This design comes from an exercise in tuning for small area and a short achievable clock period on the open sky130 flow, not from production work. The RTL was checked by simulation tests, not by an equivalence proof against the original design. Power is estimated from default activity; no workload was simulated.

--- flow/flow/run.sh ---
#!/bin/bash
# Standard ORFS layout (the standard.sh) with these changes:
#  - the port buffers are the smallest buffer (buf_1) instead of the one buffer_ports picks;
#  - the full-adder extraction step in synthesis is skipped, so ABC maps the adder logic itself;
#  - ABC sizes cells for a 1 fF load instead of 5 fF (smaller cells; the placer's repair sizes up).
# Each tool's output goes to the logs under orfs/logs; make's output goes to standard.log.
export BUFFER_PORTS_ARGS="-buffer_cell sky130_fd_sc_hd__buf_1"
export ADDER_MAP_FILE=
bash standard.sh ABC_LOAD_IN_FF=1 finish > standard.log 2>&1
--- flow/standard.sh ---
#!/bin/bash
# synth_recipe.tcl (not shown) runs the flow's synth.tcl, then flattens the netlist and writes it again
# the make line also repeats each setting of config.mk as NAME=value (left out here)
make -C /OpenROAD-flow-scripts/flow DESIGN_CONFIG=/design/flow/config.mk WORK_HOME=/design/flow/orfs CLKGATE_MAP_FILE= SYNTH_SCRIPT=/design/flow/synth_recipe.tcl "${@:-finish}"
--- flow/config.mk ---
export PLATFORM = sky130hd
export DESIGN_NAME = Division
export DESIGN_NICKNAME = Division
export VERILOG_FILES = /design/flow/design.v
export SDC_FILE = /design/flow/constraint.sdc
export NUM_CORES = 4
export LEC_CHECK = 0
export CAP_MARGIN = 20
export CORE_MARGIN = 2
export CORE_UTILIZATION = 40
export PLACE_DENSITY = 0.6
export SETUP_SLACK_MARGIN = 4.2
export SLEW_MARGIN = 20
export SYNTH_HIERARCHICAL = 1
export SYNTH_MINIMUM_KEEP_SIZE = 0
--- flow/constraint.sdc ---
create_clock -name core_clock -period 6.0 [get_ports {clock}]
set_input_delay 1.2000 -clock core_clock [delete_from_list [all_inputs] [get_ports {clock}]]
set_output_delay 1.2000 -clock core_clock [all_outputs]
set_load 0.01 [all_outputs]
--- flow/design.v ---
module Division(
	input         clock,
	input         start,
	input  [31:0] a,
	input  [31:0] b,
	output reg [31:0] q,
	output reg [31:0] r
);
  reg [31:0] bq;
  reg [5:0]  cnt;
  wire        run = ~cnt[5];
  wire [31:0] x   = {r[30:0], q[31]};
  wire [31:0] t;       
  wire g0, g1, g2, g3, g4, g5, g6, g7, g8, g9, g10, g11, g12, g13, g14, g15, g16, g17, g18, g19, g20, g21, g22, g23, g24, g25, g26, g27, g28, g29, g30, g31;
  wire G1_1, G1_3, P1_3, G1_5, P1_5, G1_7, P1_7, G1_9, P1_9, G1_11, P1_11, G1_13;
  wire P1_13, G1_15, P1_15, G1_17, P1_17, G1_19, P1_19, G1_21, P1_21, G1_23, P1_23, G1_25;
  wire P1_25, G1_27, P1_27, G1_29, P1_29, G1_31, P1_31, G2_2, G2_3, G2_6, P2_6, G2_7;
  wire P2_7, G2_10, P2_10, G2_11, P2_11, G2_14, P2_14, G2_15, P2_15, G2_18, P2_18, G2_19;
  wire P2_19, G2_22, P2_22, G2_23, P2_23, G2_26, P2_26, G2_27, P2_27, G2_30, P2_30, G2_31;
  wire P2_31, G3_4, G3_5, G3_6, G3_7, G3_12, P3_12, G3_13, P3_13, G3_14, P3_14, G3_15;
  wire P3_15, G3_20, P3_20, G3_21, P3_21, G3_22, P3_22, G3_23, P3_23, G3_28, P3_28, G3_29;
  wire P3_29, G3_30, P3_30, G3_31, P3_31, G4_8, G4_9, G4_10, G4_11, G4_12, G4_13, G4_14;
  wire G4_15, G4_24, P4_24, G4_25, P4_25, G4_26, P4_26, G4_27, P4_27, G4_28, P4_28, G4_29;
  wire P4_29, G4_30, P4_30, G4_31, P4_31, G5_16, G5_17, G5_18, G5_19, G5_20, G5_21, G5_22;
  wire G5_23, G5_24, G5_25, G5_26, G5_27, G5_28, G5_29, G5_30, G5_31;
  div_pg0 pg0 (.x(x[0]), .b(bq[0]), .g(g0), .t(t[0]));
  div_pg  pg1 (.x(x[1]), .b(bq[1]), .g(g1), .t(t[1]));
  div_pg  pg2 (.x(x[2]), .b(bq[2]), .g(g2), .t(t[2]));
  div_pg  pg3 (.x(x[3]), .b(bq[3]), .g(g3), .t(t[3]));
  div_pg  pg4 (.x(x[4]), .b(bq[4]), .g(g4), .t(t[4]));
  div_pg  pg5 (.x(x[5]), .b(bq[5]), .g(g5), .t(t[5]));
  div_pg  pg6 (.x(x[6]), .b(bq[6]), .g(g6), .t(t[6]));
  div_pg  pg7 (.x(x[7]), .b(bq[7]), .g(g7), .t(t[7]));
  div_pg  pg8 (.x(x[8]), .b(bq[8]), .g(g8), .t(t[8]));
  div_pg  pg9 (.x(x[9]), .b(bq[9]), .g(g9), .t(t[9]));
  div_pg  pg10 (.x(x[10]), .b(bq[10]), .g(g10), .t(t[10]));
  div_pg  pg11 (.x(x[11]), .b(bq[11]), .g(g11), .t(t[11]));
  div_pg  pg12 (.x(x[12]), .b(bq[12]), .g(g12), .t(t[12]));
  div_pg  pg13 (.x(x[13]), .b(bq[13]), .g(g13), .t(t[13]));
  div_pg  pg14 (.x(x[14]), .b(bq[14]), .g(g14), .t(t[14]));
  div_pg  pg15 (.x(x[15]), .b(bq[15]), .g(g15), .t(t[15]));
  div_pg  pg16 (.x(x[16]), .b(bq[16]), .g(g16), .t(t[16]));
  div_pg  pg17 (.x(x[17]), .b(bq[17]), .g(g17), .t(t[17]));
  div_pg  pg18 (.x(x[18]), .b(bq[18]), .g(g18), .t(t[18]));
  div_pg  pg19 (.x(x[19]), .b(bq[19]), .g(g19), .t(t[19]));
  div_pg  pg20 (.x(x[20]), .b(bq[20]), .g(g20), .t(t[20]));
  div_pg  pg21 (.x(x[21]), .b(bq[21]), .g(g21), .t(t[21]));
  div_pg  pg22 (.x(x[22]), .b(bq[22]), .g(g22), .t(t[22]));
  div_pg  pg23 (.x(x[23]), .b(bq[23]), .g(g23), .t(t[23]));
  div_pg  pg24 (.x(x[24]), .b(bq[24]), .g(g24), .t(t[24]));
  div_pg  pg25 (.x(x[25]), .b(bq[25]), .g(g25), .t(t[25]));
  div_pg  pg26 (.x(x[26]), .b(bq[26]), .g(g26), .t(t[26]));
  div_pg  pg27 (.x(x[27]), .b(bq[27]), .g(g27), .t(t[27]));
  div_pg  pg28 (.x(x[28]), .b(bq[28]), .g(g28), .t(t[28]));
  div_pg  pg29 (.x(x[29]), .b(bq[29]), .g(g29), .t(t[29]));
  div_pg  pg30 (.x(x[30]), .b(bq[30]), .g(g30), .t(t[30]));
  div_pg  pg31 (.x(x[31]), .b(bq[31]), .g(g31), .t(t[31]));
  div_ntt n1_1 (.gh(g1), .ph(t[1]), .gl(g0), .go(G1_1));
  div_nttp n1_3 (.gh(g3), .ph(t[3]), .gl(g2), .pl(t[2]), .go(G1_3), .po(P1_3));
  div_nttp n1_5 (.gh(g5), .ph(t[5]), .gl(g4), .pl(t[4]), .go(G1_5), .po(P1_5));
  div_nttp n1_7 (.gh(g7), .ph(t[7]), .gl(g6), .pl(t[6]), .go(G1_7), .po(P1_7));
  div_nttp n1_9 (.gh(g9), .ph(t[9]), .gl(g8), .pl(t[8]), .go(G1_9), .po(P1_9));
  div_nttp n1_11 (.gh(g11), .ph(t[11]), .gl(g10), .pl(t[10]), .go(G1_11), .po(P1_11));
  div_nttp n1_13 (.gh(g13), .ph(t[13]), .gl(g12), .pl(t[12]), .go(G1_13), .po(P1_13));
  div_nttp n1_15 (.gh(g15), .ph(t[15]), .gl(g14), .pl(t[14]), .go(G1_15), .po(P1_15));
  div_nttp n1_17 (.gh(g17), .ph(t[17]), .gl(g16), .pl(t[16]), .go(G1_17), .po(P1_17));
  div_nttp n1_19 (.gh(g19), .ph(t[19]), .gl(g18), .pl(t[18]), .go(G1_19), .po(P1_19));
  div_nttp n1_21 (.gh(g21), .ph(t[21]), .gl(g20), .pl(t[20]), .go(G1_21), .po(P1_21));
  div_nttp n1_23 (.gh(g23), .ph(t[23]), .gl(g22), .pl(t[22]), .go(G1_23), .po(P1_23));
  div_nttp n1_25 (.gh(g25), .ph(t[25]), .gl(g24), .pl(t[24]), .go(G1_25), .po(P1_25));
  div_nttp n1_27 (.gh(g27), .ph(t[27]), .gl(g26), .pl(t[26]), .go(G1_27), .po(P1_27));
  div_nttp n1_29 (.gh(g29), .ph(t[29]), .gl(g28), .pl(t[28]), .go(G1_29), .po(P1_29));
  div_nttp n1_31 (.gh(g31), .ph(t[31]), .gl(g30), .pl(t[30]), .go(G1_31), .po(P1_31));
  div_nti n2_2 (.gh(g2), .ph(t[2]), .gl(G1_1), .go(G2_2));
  div_nii n2_3 (.gh(G1_3), .ph(P1_3), .gl(G1_1), .go(G2_3));
  div_ntip n2_6 (.gh(g6), .ph(t[6]), .gl(G1_5), .pl(P1_5), .go(G2_6), .po(P2_6));
  div_niip n2_7 (.gh(G1_7), .ph(P1_7), .gl(G1_5), .pl(P1_5), .go(G2_7), .po(P2_7));
  div_ntip n2_10 (.gh(g10), .ph(t[10]), .gl(G1_9), .pl(P1_9), .go(G2_10), .po(P2_10));
  div_niip n2_11 (.gh(G1_11), .ph(P1_11), .gl(G1_9), .pl(P1_9), .go(G2_11), .po(P2_11));
  div_ntip n2_14 (.gh(g14), .ph(t[14]), .gl(G1_13), .pl(P1_13), .go(G2_14), .po(P2_14));
  div_niip n2_15 (.gh(G1_15), .ph(P1_15), .gl(G1_13), .pl(P1_13), .go(G2_15), .po(P2_15));
  div_ntip n2_18 (.gh(g18), .ph(t[18]), .gl(G1_17), .pl(P1_17), .go(G2_18), .po(P2_18));
  div_niip n2_19 (.gh(G1_19), .ph(P1_19), .gl(G1_17), .pl(P1_17), .go(G2_19), .po(P2_19));
  div_ntip n2_22 (.gh(g22), .ph(t[22]), .gl(G1_21), .pl(P1_21), .go(G2_22), .po(P2_22));
  div_niip n2_23 (.gh(G1_23), .ph(P1_23), .gl(G1_21), .pl(P1_21), .go(G2_23), .po(P2_23));
  div_ntip n2_26 (.gh(g26), .ph(t[26]), .gl(G1_25), .pl(P1_25), .go(G2_26), .po(P2_26));
  div_niip n2_27 (.gh(G1_27), .ph(P1_27), .gl(G1_25), .pl(P1_25), .go(G2_27), .po(P2_27));
  div_ntip n2_30 (.gh(g30), .ph(t[30]), .gl(G1_29), .pl(P1_29), .go(G2_30), .po(P2_30));
  div_niip n2_31 (.gh(G1_31), .ph(P1_31), .gl(G1_29), .pl(P1_29), .go(G2_31), .po(P2_31));
  div_ntt n3_4 (.gh(g4), .ph(t[4]), .gl(G2_3), .go(G3_4));
  div_nit n3_5 (.gh(G1_5), .ph(P1_5), .gl(G2_3), .go(G3_5));
  div_nit n3_6 (.gh(G2_6), .ph(P2_6), .gl(G2_3), .go(G3_6));
  div_ntt n3_7 (.gh(G2_7), .ph(P2_7), .gl(G2_3), .go(G3_7));
  div_nttp n3_12 (.gh(g12), .ph(t[12]), .gl(G2_11), .pl(P2_11), .go(G3_12), .po(P3_12));
  div_nitp n3_13 (.gh(G1_13), .ph(P1_13), .gl(G2_11), .pl(P2_11), .go(G3_13), .po(P3_13));
  div_nitp n3_14 (.gh(G2_14), .ph(P2_14), .gl(G2_11), .pl(P2_11), .go(G3_14), .po(P3_14));
  div_nttp n3_15 (.gh(G2_15), .ph(P2_15), .gl(G2_11), .pl(P2_11), .go(G3_15), .po(P3_15));
  div_nttp n3_20 (.gh(g20), .ph(t[20]), .gl(G2_19), .pl(P2_19), .go(G3_20), .po(P3_20));
  div_nitp n3_21 (.gh(G1_21), .ph(P1_21), .gl(G2_19), .pl(P2_19), .go(G3_21), .po(P3_21));
  div_nitp n3_22 (.gh(G2_22), .ph(P2_22), .gl(G2_19), .pl(P2_19), .go(G3_22), .po(P3_22));
  div_nttp n3_23 (.gh(G2_23), .ph(P2_23), .gl(G2_19), .pl(P2_19), .go(G3_23), .po(P3_23));
  div_nttp n3_28 (.gh(g28), .ph(t[28]), .gl(G2_27), .pl(P2_27), .go(G3_28), .po(P3_28));
  div_nitp n3_29 (.gh(G1_29), .ph(P1_29), .gl(G2_27), .pl(P2_27), .go(G3_29), .po(P3_29));
  div_nitp n3_30 (.gh(G2_30), .ph(P2_30), .gl(G2_27), .pl(P2_27), .go(G3_30), .po(P3_30));
  div_nttp n3_31 (.gh(G2_31), .ph(P2_31), .gl(G2_27), .pl(P2_27), .go(G3_31), .po(P3_31));
  div_nti n4_8 (.gh(g8), .ph(t[8]), .gl(G3_7), .go(G4_8));
  div_nii n4_9 (.gh(G1_9), .ph(P1_9), .gl(G3_7), .go(G4_9));
  div_nii n4_10 (.gh(G2_10), .ph(P2_10), .gl(G3_7), .go(G4_10));
  div_nti n4_11 (.gh(G2_11), .ph(P2_11), .gl(G3_7), .go(G4_11));
  div_nii n4_12 (.gh(G3_12), .ph(P3_12), .gl(G3_7), .go(G4_12));
  div_nti n4_13 (.gh(G3_13), .ph(P3_13), .gl(G3_7), .go(G4_13));
  div_nti n4_14 (.gh(G3_14), .ph(P3_14), .gl(G3_7), .go(G4_14));
  div_nii n4_15 (.gh(G3_15), .ph(P3_15), .gl(G3_7), .go(G4_15));
  div_ntip n4_24 (.gh(g24), .ph(t[24]), .gl(G3_23), .pl(P3_23), .go(G4_24), .po(P4_24));
  div_niip n4_25 (.gh(G1_25), .ph(P1_25), .gl(G3_23), .pl(P3_23), .go(G4_25), .po(P4_25));
  div_niip n4_26 (.gh(G2_26), .ph(P2_26), .gl(G3_23), .pl(P3_23), .go(G4_26), .po(P4_26));
  div_ntip n4_27 (.gh(G2_27), .ph(P2_27), .gl(G3_23), .pl(P3_23), .go(G4_27), .po(P4_27));
  div_niip n4_28 (.gh(G3_28), .ph(P3_28), .gl(G3_23), .pl(P3_23), .go(G4_28), .po(P4_28));
  div_ntip n4_29 (.gh(G3_29), .ph(P3_29), .gl(G3_23), .pl(P3_23), .go(G4_29), .po(P4_29));
  div_ntip n4_30 (.gh(G3_30), .ph(P3_30), .gl(G3_23), .pl(P3_23), .go(G4_30), .po(P4_30));
  div_niip n4_31 (.gh(G3_31), .ph(P3_31), .gl(G3_23), .pl(P3_23), .go(G4_31), .po(P4_31));
  div_ntt n5_16 (.gh(g16), .ph(t[16]), .gl(G4_15), .go(G5_16));
  div_nit n5_17 (.gh(G1_17), .ph(P1_17), .gl(G4_15), .go(G5_17));
  div_nit n5_18 (.gh(G2_18), .ph(P2_18), .gl(G4_15), .go(G5_18));
  div_ntt n5_19 (.gh(G2_19), .ph(P2_19), .gl(G4_15), .go(G5_19));
  div_nit n5_20 (.gh(G3_20), .ph(P3_20), .gl(G4_15), .go(G5_20));
  div_ntt n5_21 (.gh(G3_21), .ph(P3_21), .gl(G4_15), .go(G5_21));
  div_ntt n5_22 (.gh(G3_22), .ph(P3_22), .gl(G4_15), .go(G5_22));
  div_nit n5_23 (.gh(G3_23), .ph(P3_23), .gl(G4_15), .go(G5_23));
  div_nit n5_24 (.gh(G4_24), .ph(P4_24), .gl(G4_15), .go(G5_24));
  div_ntt n5_25 (.gh(G4_25), .ph(P4_25), .gl(G4_15), .go(G5_25));
  div_ntt n5_26 (.gh(G4_26), .ph(P4_26), .gl(G4_15), .go(G5_26));
  div_nit n5_27 (.gh(G4_27), .ph(P4_27), .gl(G4_15), .go(G5_27));
  div_ntt n5_28 (.gh(G4_28), .ph(P4_28), .gl(G4_15), .go(G5_28));
  div_nit n5_29 (.gh(G4_29), .ph(P4_29), .gl(G4_15), .go(G5_29));
  div_nit n5_30 (.gh(G4_30), .ph(P4_30), .gl(G4_15), .go(G5_30));
  div_ntt n5_31 (.gh(G4_31), .ph(P4_31), .gl(G4_15), .go(G5_31));
  wire [31:0] c;
  assign c[0] = g0;
  assign c[1] = ~G1_1;
  assign c[2] = ~G2_2;
  assign c[3] = G2_3;
  assign c[4] = ~G3_4;
  assign c[5] = G3_5;
  assign c[6] = G3_6;
  assign c[7] = ~G3_7;
  assign c[8] = ~G4_8;
  assign c[9] = G4_9;
  assign c[10] = G4_10;
  assign c[11] = ~G4_11;
  assign c[12] = G4_12;
  assign c[13] = ~G4_13;
  assign c[14] = ~G4_14;
  assign c[15] = G4_15;
  assign c[16] = ~G5_16;
  assign c[17] = G5_17;
  assign c[18] = G5_18;
  assign c[19] = ~G5_19;
  assign c[20] = G5_20;
  assign c[21] = ~G5_21;
  assign c[22] = ~G5_22;
  assign c[23] = G5_23;
  assign c[24] = G5_24;
  assign c[25] = ~G5_25;
  assign c[26] = ~G5_26;
  assign c[27] = G5_27;
  assign c[28] = ~G5_28;
  assign c[29] = G5_29;
  assign c[30] = G5_30;
  assign c[31] = ~G5_31;
  wire        ge = r[31] | c[31];
  wire [31:0] d;
  div_xor dx0 (.a(t[0]), .b(1'b1), .y(d[0]));
  div_xor dx1 (.a(t[1]), .b(g0), .y(d[1]));
  div_xorn dx2 (.a(t[2]), .b(G1_1), .y(d[2]));
  div_xorn dx3 (.a(t[3]), .b(G2_2), .y(d[3]));
  div_xor dx4 (.a(t[4]), .b(G2_3), .y(d[4]));
  div_xorn dx5 (.a(t[5]), .b(G3_4), .y(d[5]));
  div_xor dx6 (.a(t[6]), .b(G3_5), .y(d[6]));
  div_xor dx7 (.a(t[7]), .b(G3_6), .y(d[7]));
  div_xorn dx8 (.a(t[8]), .b(G3_7), .y(d[8]));
  div_xorn dx9 (.a(t[9]), .b(G4_8), .y(d[9]));
  div_xor dx10 (.a(t[10]), .b(G4_9), .y(d[10]));
  div_xor dx11 (.a(t[11]), .b(G4_10), .y(d[11]));
  div_xorn dx12 (.a(t[12]), .b(G4_11), .y(d[12]));
  div_xor dx13 (.a(t[13]), .b(G4_12), .y(d[13]));
  div_xorn dx14 (.a(t[14]), .b(G4_13), .y(d[14]));
  div_xorn dx15 (.a(t[15]), .b(G4_14), .y(d[15]));
  div_xor dx16 (.a(t[16]), .b(G4_15), .y(d[16]));
  div_xorn dx17 (.a(t[17]), .b(G5_16), .y(d[17]));
  div_xor dx18 (.a(t[18]), .b(G5_17), .y(d[18]));
  div_xor dx19 (.a(t[19]), .b(G5_18), .y(d[19]));
  div_xorn dx20 (.a(t[20]), .b(G5_19), .y(d[20]));
  div_xor dx21 (.a(t[21]), .b(G5_20), .y(d[21]));
  div_xorn dx22 (.a(t[22]), .b(G5_21), .y(d[22]));
  div_xorn dx23 (.a(t[23]), .b(G5_22), .y(d[23]));
  div_xor dx24 (.a(t[24]), .b(G5_23), .y(d[24]));
  div_xor dx25 (.a(t[25]), .b(G5_24), .y(d[25]));
  div_xorn dx26 (.a(t[26]), .b(G5_25), .y(d[26]));
  div_xorn dx27 (.a(t[27]), .b(G5_26), .y(d[27]));
  div_xor dx28 (.a(t[28]), .b(G5_27), .y(d[28]));
  div_xorn dx29 (.a(t[29]), .b(G5_28), .y(d[29]));
  div_xor dx30 (.a(t[30]), .b(G5_29), .y(d[30]));
  div_xor dx31 (.a(t[31]), .b(G5_30), .y(d[31]));
  wire en    = run & ~start;
  wire sel_d = en & ge;
  wire sel_x = en & ~ge;
  wire hold  = ~run & ~start;
  wire [31:0] rn, qn;
  wire [31:0] qs = {q[30:0], ge};
  genvar i;
  generate
    for (i = 0; i < 32; i = i + 1) begin : sel
      div_sel3 ur (.s0(sel_d), .d0(d[i]), .s1(sel_x), .d1(x[i]), .s2(hold), .d2(r[i]), .y(rn[i]));
      div_sel3 uq (.s0(start), .d0(a[i]), .s1(en),    .d1(qs[i]), .s2(hold), .d2(q[i]), .y(qn[i]));
    end
  endgenerate
  always @(posedge clock) begin
    bq  <= b;
    r   <= rn;
    q   <= qn;
    cnt <= start ? 6'd0 : cnt + {5'd0, run};
  end
endmodule
module div_pg(input x, input b, output g, output t);
  assign g = x & ~b;
  assign t = ~(x ^ b);
endmodule
module div_pg0(input x, input b, output g, output t);
  assign g = x | ~b;
  assign t = ~(x ^ b);
endmodule
module div_xor(input a, input b, output y);
  assign y = a ^ b;
endmodule
module div_xorn(input a, input b, output y);
  assign y = ~(a ^ b);
endmodule
module div_sel3(input s0, input d0, input s1, input d1, input s2, input d2, output y);
  assign y = (s0 & d0) | (s1 & d1) | (s2 & d2);
endmodule
module div_ntt(input gh, input ph, input gl, output go);
  assign go = ~(gh | (ph & gl));
endmodule
module div_nttp(input gh, input ph, input gl, input pl, output go, output po);
  assign go = ~(gh | (ph & gl));
  assign po = ~(ph & pl);
endmodule
module div_nti(input gh, input ph, input gl, output go);
  assign go = ~(gh | (ph & ~gl));
endmodule
module div_ntip(input gh, input ph, input gl, input pl, output go, output po);
  assign go = ~(gh | (ph & ~gl));
  assign po = ~(ph & ~pl);
endmodule
module div_nit(input gh, input ph, input gl, output go);
  assign go = ~gh | (~ph & gl);
endmodule
module div_nitp(input gh, input ph, input gl, input pl, output go, output po);
  assign go = ~gh | (~ph & gl);
  assign po = ~ph & pl;
endmodule
module div_nii(input gh, input ph, input gl, output go);
  assign go = ~gh | (~ph & ~gl);
endmodule
module div_niip(input gh, input ph, input gl, input pl, output go, output po);
  assign go = ~gh | (~ph & ~gl);
  assign po = ~ph & ~pl;
endmodule
==> out/qor.yml, run 1 <==
routing:
  dr_total_vias: 4769
  wire_per_inst_um: 16.9
  dr.pass1.iters: 7
  drt_iter0_markers: 549
  final_antenna_net_count: 0
  drcViolationCount: 0
  vias_per_cell: 5.37
  finalWirelength_um: 15000
timing:
  tns_ps: 0
  hold_viol_final: 0
  setup_viol: 0
  grt_setup_unrepaired: "true"
  relSlewSlack_pct: 53.5
  timing.fmax_ghz: 0.438
  fin_crit_ps: 2280
  drv_slew: 0
  clock_skew_ps: 9.42
  period_share_pct: 38.0
  worstMarginPinSlew_ps: 697
floorplanning:
  io_pins: 130
  die_x_um: 111
  core_um2: 11300
  start_util_pct: 40.6
  rows: 39
  dieArea_um2: 12400
  fp.dieH_um: 111
grt:
  grt_pass1_wl_um: 22300
  grt_pass1_vias: 4626
  antenna_found_initial: 0
  grt_use_total_pct: 22.5
  grt-ovfl-total: 0
  grt_max_degree: 37
finish:
  ff_latch_area_um2: 2220
  final_common_cell: "inv_1"
  fin_area_um2: 7840
  final_cell_mix: "inv_1 (95), buf_6 (71), buf_4 (70), a222oi_1 (64), buf_1 (64)"
  multi_input_area_um2: 3090
  instances_no_fill: 888
  area_growth_pct: 70.7
  antenna_cells: 0
  fillers: 810
  drive_gt1_share_pct: 46.7
  finalNetCount: 806
clocking:
  clock_sinks: 102
  htree_num_levels: 3
  root_buffer: "clkbuf_16"
  path_clk_slew_ps: 70
  max-clock-path-buffers: 2
  clkLatencyLatePin_ps: 360
  cts_tree: "yes"
  cts_made_buffers: 9
worst_hold_path:
  hold_path_class: "reg2reg"
job:
  maxCapViolations: 0
worst_setup_path:
  worstPathRequired_ps: 4800
  r2r_slack_ps: 3740
  cp-startpoint: "r[2]"
  path_cells: "buf_4 -> buf_6 -> buf_6"
  worstRegToRegCells: 11
  cp_slowest_cell: "dfxtp_4"
  worstPathArrival_ps: 1080
  cp-start-kind: "flop"
  path_max_fanout: 5
  criticalPathCategory: "reg2out"
  endpoint_kind: "output pin"
  r2r_end: "r[25]"
  slowest_delay_ps: 380
  crit_end: "r[2]"
  r2r_start: "r[13]"
  cpMostUsedCell: "buf_6"
logic_synthesis:
  synth_cells: 511
  synth_edf_count: 0
  synth_top_flop_cell: "dfxtp_1"
  yosys_warnings: 7
  syn_nets: 577
  seq_area_frac_synth_pct: 44.5
  post_synth_num_cell_types: 21
  ys_async_sr_fraction_pct: 0
  synth.avg_cell_area_um2: 8.99
  ys_seq_elements: 102
  netlist_area_um2: 4590
outcome:
  run_status: "finished clean"
placement:
  io_buffers: 129
  place_area_um2: 5400
  place_hpwl_um: 7810
  gp_congestion: 0.833
  dp_cells: 784
pwr:
  power_density_nw_per_um2: 202
  p_leak_nw: 3.56
  ir_drop_mv: 0.195
==> synth_stat cells (2+ instances only) <==
cell type  number  area share, %
inv_1          97            7.9
dfxtp_1       102             44
nand2_1        21            1.7
o21ai_1        32            3.5
nor2_1         16            1.3
xnor2_1        49            9.3
nor3_1          2           0.22
xor2_1         18            3.4
a222oi_1       64             14
nand2b_1       13            1.8
a21oi_1        48            5.2
nor2b_1        40            5.4
==> repair_timing <==
action | CTS | global route
pin swaps | 38 | 43
resized for setup | 295 | 84
gates cloned | 6 | 2
buffers inserted | 63 | 17
hold buffers | 0 | 0
setup endpoints to repair | 130 | 115
==> area by class of cell <==
| type | count | area share (%) |
|---|---|---|
| clock inverter | 5 | 0.862 |
| multi-input combinational | 316 | 39.4 |
| sequential | 102 | 28.3 |
| tap | 143 | 2.28 |
| timing repair buffer | 214 | 21.5 |
| clock buffer | 11 | 2.97 |
| inverter | 97 | 4.64 |
==> critical path, delay by kind of cell, from the launching register on <==
| family | cells | cell delay (ps) |
|---|---|---|
| buffers and inverters | 3 | 350 |
| flip-flops | 1 | 380 |
==> per-layer routing <==
| metal | part of all wire (%) | GRT usage, % | up-vias |
|---|---|---|---|
| met5 | 0 | 0 | - |
| met4 | 3.6 | 10.5 | 0 |
| met3 | 5.3 | 5.36 | 44 |
| met2 | 50 | 38.8 | 176 |
| met1 | 41 | 26.3 | 2271 |
| li1 | - | - | 2278 |
==> power by group <==
group | switching [mW] | internal [mW]
registers | 0.0384 | 0.705
clock network | 0.267 | 0.330
logic | 0.104 | 0.139
total | 0.409 | 1.17
==> registers in the layout (all words and copies together) (netlist names) <==
register  cells
q            32
r            32
cnt           6
bq           32
==> through the flow <==
| stage | worst slack [ps] | power, mW | utilization, % | hold slack (ps) |
|---|---|---|---|---|
| 2_1_floorplan | 3570 | 0.840 | - | 509 |
| 3_3_place_gp | 2760 | 0.886 | 47.7 | 469 |
| 3_5_place_dp | 2690 | 0.890 | 47.7 | 479 |
| 4_1_cts | 3820 | 1.57 | 64.0 | 494 |
| 5_1_grt | 3630 | 1.64 | 69.2 | 527 |
| 6_report | 3720 | 1.58 | 69.2 | 506 |
==> worst min path at each step <==
stage          startpoint     end  slack [ps]  cells after the start
5_1_grt             q[16]   q[17]         530                      2
2_1_floorplan      cnt[4]  cnt[4]         510                      2
6_report            q[16]   q[17]         510                      2
4_1_cts             q[16]   q[17]         490                      2
3_3_place_gp         q[5]    q[6]         470                      2
3_5_place_dp        q[23]   q[24]         480                      2
==> Yosys stat by module (local to each module, per instance), excerpt <==
module,area [um^2],cells inside,copies in the design
Division,2200,126,1
div_nitp,15.0,3,6
div_pg0,15.0,2,1
div_ntip,15.0,3,11
div_pg,15.0,2,31
div_sel3,13.8,2,64
div_nit,8.76,2,10
div_xor,8.76,1,17
div_nttp,8.76,2,21
div_nii,5.00,1,5
div_ntt,5.00,1,11
==> logic make-up (layout without fill, tap and decap cells) <==
| family | count (synthesis) | in the layout | synth area share (%) |
|---|---|---|---|
| muxes | 1 | 1 | 0.245 |
| AOI/OAI and AO/OA | 145 | 145 | 22.8 |
| buffers and inverters | 98 | 327 | 8.01 |
| and+or+nand+nor | 97 | 102 | 11.6 |
| other | 1 | 1 | 0.0817 |
| DFF | 102 | 102 | 44.5 |
| xor gates and xnor gates | 67 | 67 | 12.8 |
==> run 2: changes to the inputs <==
--- a/flow/config.mk
+++ b/flow/config.mk
@@ -9,7 +9,7 @@
 export CORE_MARGIN = 2
 export CORE_UTILIZATION = 40
 export PLACE_DENSITY = 0.6
-export SETUP_SLACK_MARGIN = 4.2
+export SETUP_SLACK_MARGIN = 3.8
 export SLEW_MARGIN = 20
 export SYNTH_HIERARCHICAL = 1
 export SYNTH_MINIMUM_KEEP_SIZE = 0
==> run 2 against run 1 <==
Against the previous run: hold slack lost 9.2 ps; largest cell class unchanged; worst setup slack gained 27 ps; sequential share of layout area grew 3.1 points; still clean; first-iteration DRC count shrank 12%; register-to-register slack is essentially flat; largest power group unchanged; non-clock buffer count shrank 50.
==> out/qor.yml, run 2 <==
logic_synthesis:
  synth_top_flop_cell: "dfxtp_1"
  netlist_area_um2: 4590
  yosys_warnings: 7
  ys_top_cells_by_count: "dfxtp_1 (102), inv_1 (97), a222oi_1 (64)"
  synth_cells: 511
  post_synth_num_cell_types: 21
  ys_seq_elements: 102
  synth_top_area_share_pct: 44.5
  yosys.area.top_type: "dfxtp_1"
  ys_async_sr_fraction_pct: 0
  synth_edf_count: 0
  synth_most_common_cell: "dfxtp_1"
  syn_nets: 577
  synthTopCellsByArea: "dfxtp_1 (44%), a222oi_1 (14%), xnor2_1 (9.3%)"
  seq_area_frac_synth_pct: 44.5
  synth.avg_cell_area_um2: 8.99
grt:
  grt_pass1_vias: 4162
  met2_usage_pct: 35.3
  top_usage_layer: "met2"
  grt_use_total_pct: 20.4
  grt_pass1_wl_um: 20300
  grt_max_degree: 44
  gr-usage-met1_pct: 24.8
  antenna_found_initial: 0
  grt-ovfl-total: 0
  grt_util_met3_pct: 4.76
timing:
  grt_setup_unrepaired: "true"
  fin_crit_ps: 2250
  clock_skew_ps: 11.5
  timing.fmax_ghz: 0.444
  period_share_pct: 37.6
  worstMarginPinSlew_ps: 672
  timing.final.ws_setup_ps: 3750
  setup_viol: 0
  hold_slack_ps: 497
  relSlewSlack_pct: 55.1
  hold_viol_final: 0
  drv_slew: 0
  tns_ps: 0
worst_setup_path:
  worstPathArrival_ps: 2490
  worstPathRequired_ps: 6240
  criticalPathCategory: "reg2reg"
  r2r_slack_ps: 3750
  cp-start-kind: "flop"
  endpoint_kind: "flop"
  path_max_fanout: 8
finish:
  antenna_cells: 0
  finalNetCount: 756
  final_common_cell: "buf_1"
  instances_no_fill: 838
  drive_gt1_share_pct: 27.3
  area_growth_pct: 47.8
  final_cell_mix: "buf_1 (127), inv_1 (97), a222oi_1 (64), dfxtp_1 (57)"
  fillers: 989
  fin_util_pct: 59.9
  top_regs: "bq x32, q x32, r x32"
  fin_area_um2: 6790
clocking:
  cts_made_buffers: 9
  cts_tree: "yes"
  max-clock-path-buffers: 2
  htree_num_levels: 3
  clkLatencyLatePin_ps: 360
  root_buffer: "clkbuf_16"
  path_clk_slew_ps: 70
  clock_sinks: 102
floorplanning:
  die_x_um: 111
  io_pins: 130
  start_util_pct: 40.6
  dieArea_um2: 12400
  core_um2: 11300
  fp.dieH_um: 111
  rows: 39
routing:
  dr.pass1.iters: 9
  finalWirelength_um: 13300
  final_antenna_net_count: 0
  drcViolationCount: 0
  wire_per_inst_um: 15.9
  vias_per_cell: 5.29
  drt_iter0_markers: 485
  dr_total_vias: 4435
pwr:
  pwr-share-seq_pct: 49.2
  p_total_mw: 1.52
  p_int_mw: 1.13
  p_leak_nw: 2.95
  netSwitchingFraction_pct: 25.8
  power.share.clock_pct: 39.3
  power.switching_uw: 391
  power_density_nw_per_um2: 223
  p_comb_share_pct: 11.5
  ir_drop_mv: 0.175
placement:
  gp_congestion: 0.833
  dp_slack_ps: 2690
  io_buffers: 129
  place_hpwl_um: 7810
  dp_cells: 784
  place_area_um2: 5400
outcome:
  run_status: "finished clean"
job:
  maxCapViolations: 0
worst_hold_path:
  hold_path_class: "reg2reg"
run 2: cell counts after synthesis:
Identical to the previous run, type by type.
run 2: critical path, stage by stage (launching register included):
cell and delay (ps):
dfxtp_4 380, nor2b_1 160, a21oi_2 220, o21ai_2 90, a21oi_2 160, o21ai_4 120, a21oi_2 190, nand2b_4 120
and2_2 280, a222oi_1 350, inv_1 60
run 2: final timing paths:
check,from,endpoint,cells after the start
max reg2reg,r[11],r[26],10
min reg2reg,q[3],q[4],2
min,q[3],q[4],2
max,r[11],r[26],10
run 2: timing repair:
| item | 4_1_cts | 5_1_grt |
|---|---|---|
| cloned | 4 | 3 |
| gates resized for setup | 92 | 76 |
| pin swaps | 23 | 41 |
| hold buffers | 0 | 0 |
| endpoints found under the setup margin | 66 | 42 |
| setup buffers | 15 | 16 |
run 2: metal layers:
metal	part of all wire (%)	wire, um
met5	0	0
met4	2.9	382
met3	5.2	690
met2	52	6860
met1	40	5380
run 2: power by group through the flow:
stage / Clock [mW] / Combinational, mW / Sequential, mW
final: 0.596 / 0.174 / 0.746
after global placement: 0 / 0.132 / 0.754
after CTS: 0.613 / 0.155 / 0.743
after detailed placement: 0 / 0.135 / 0.755
after floorplan: 0 / 0.0795 / 0.760
after global routing: 0.642 / 0.189 / 0.751
run 2: final cells by class:
cell class	count	area, um^2	area share [%]
inverter	97	364	5.37
multi-input combinational	316	3020	44.6
timing repair buffer	164	793	11.7
tap	143	179	2.64
clock buffer	11	233	3.43
sequential	102	2130	31.3
clock inverter	5	67.6	0.996
run 2: cells by family after synthesis:
kind of cell	Yosys count	share of synthesized area, %
buffers and inverters	98	8.01
flip-flops	102	44.5
XOR/XNOR	67	12.8
AND/OR/NAND/NOR	97	11.6
AO/OA/AOI/OAI	145	22.8
other	1	0.0817
multiplexers	1	0.245
run 2: per-module statistics from Yosys, one instance, submodules excluded, excerpt:
module	cells	cell area, um^2	copies in the design
div_niip	2	8.76	11
div_nit	2	8.76	10
div_nti	2	8.76	5
div_pg	2	15.0	31
div_pg0	2	15.0	1
div_sel3	2	13.8	64
div_xor	1	8.76	17

## static timing again, ports no longer ideal
The results above use ideal ports. As a check the final layouts listed here were re-extracted and re-timed, cells and wires unchanged.
Step 1: set_driving_cell puts a clkbuf_16 on clock and a buf_2 on each other input, an assumption about the parent block.
Step 2 adds t to the input delays and takes it off the output delays; t is the mean of the earliest and latest rising clock arrival at the registers after step 1. Input paths then give back, and output paths get back, about the clock's delay inside the block.
Slacks: no drivers / after step 1 / after step 2; pairs: no drivers / after step 1.
| run | t, ns | setup WS [ns] | hold WS [ns] | pins driven straight from the clock port |
|---|---|---|---|---|
| run 1 | 0.395 | 3.719 / 3.676 / 3.633 | 0.506 / 0.506 / 0.506 | 1 |
| run 2 | 0.394 | 3.746 / 3.738 / 3.523 | 0.497 / 0.497 / 0.497 | 1 |
After both steps every run listed still meets setup and hold. The setup slack of run 2, which loses most, moves by -0.008 ns with the drivers and by -0.223 ns with both steps.
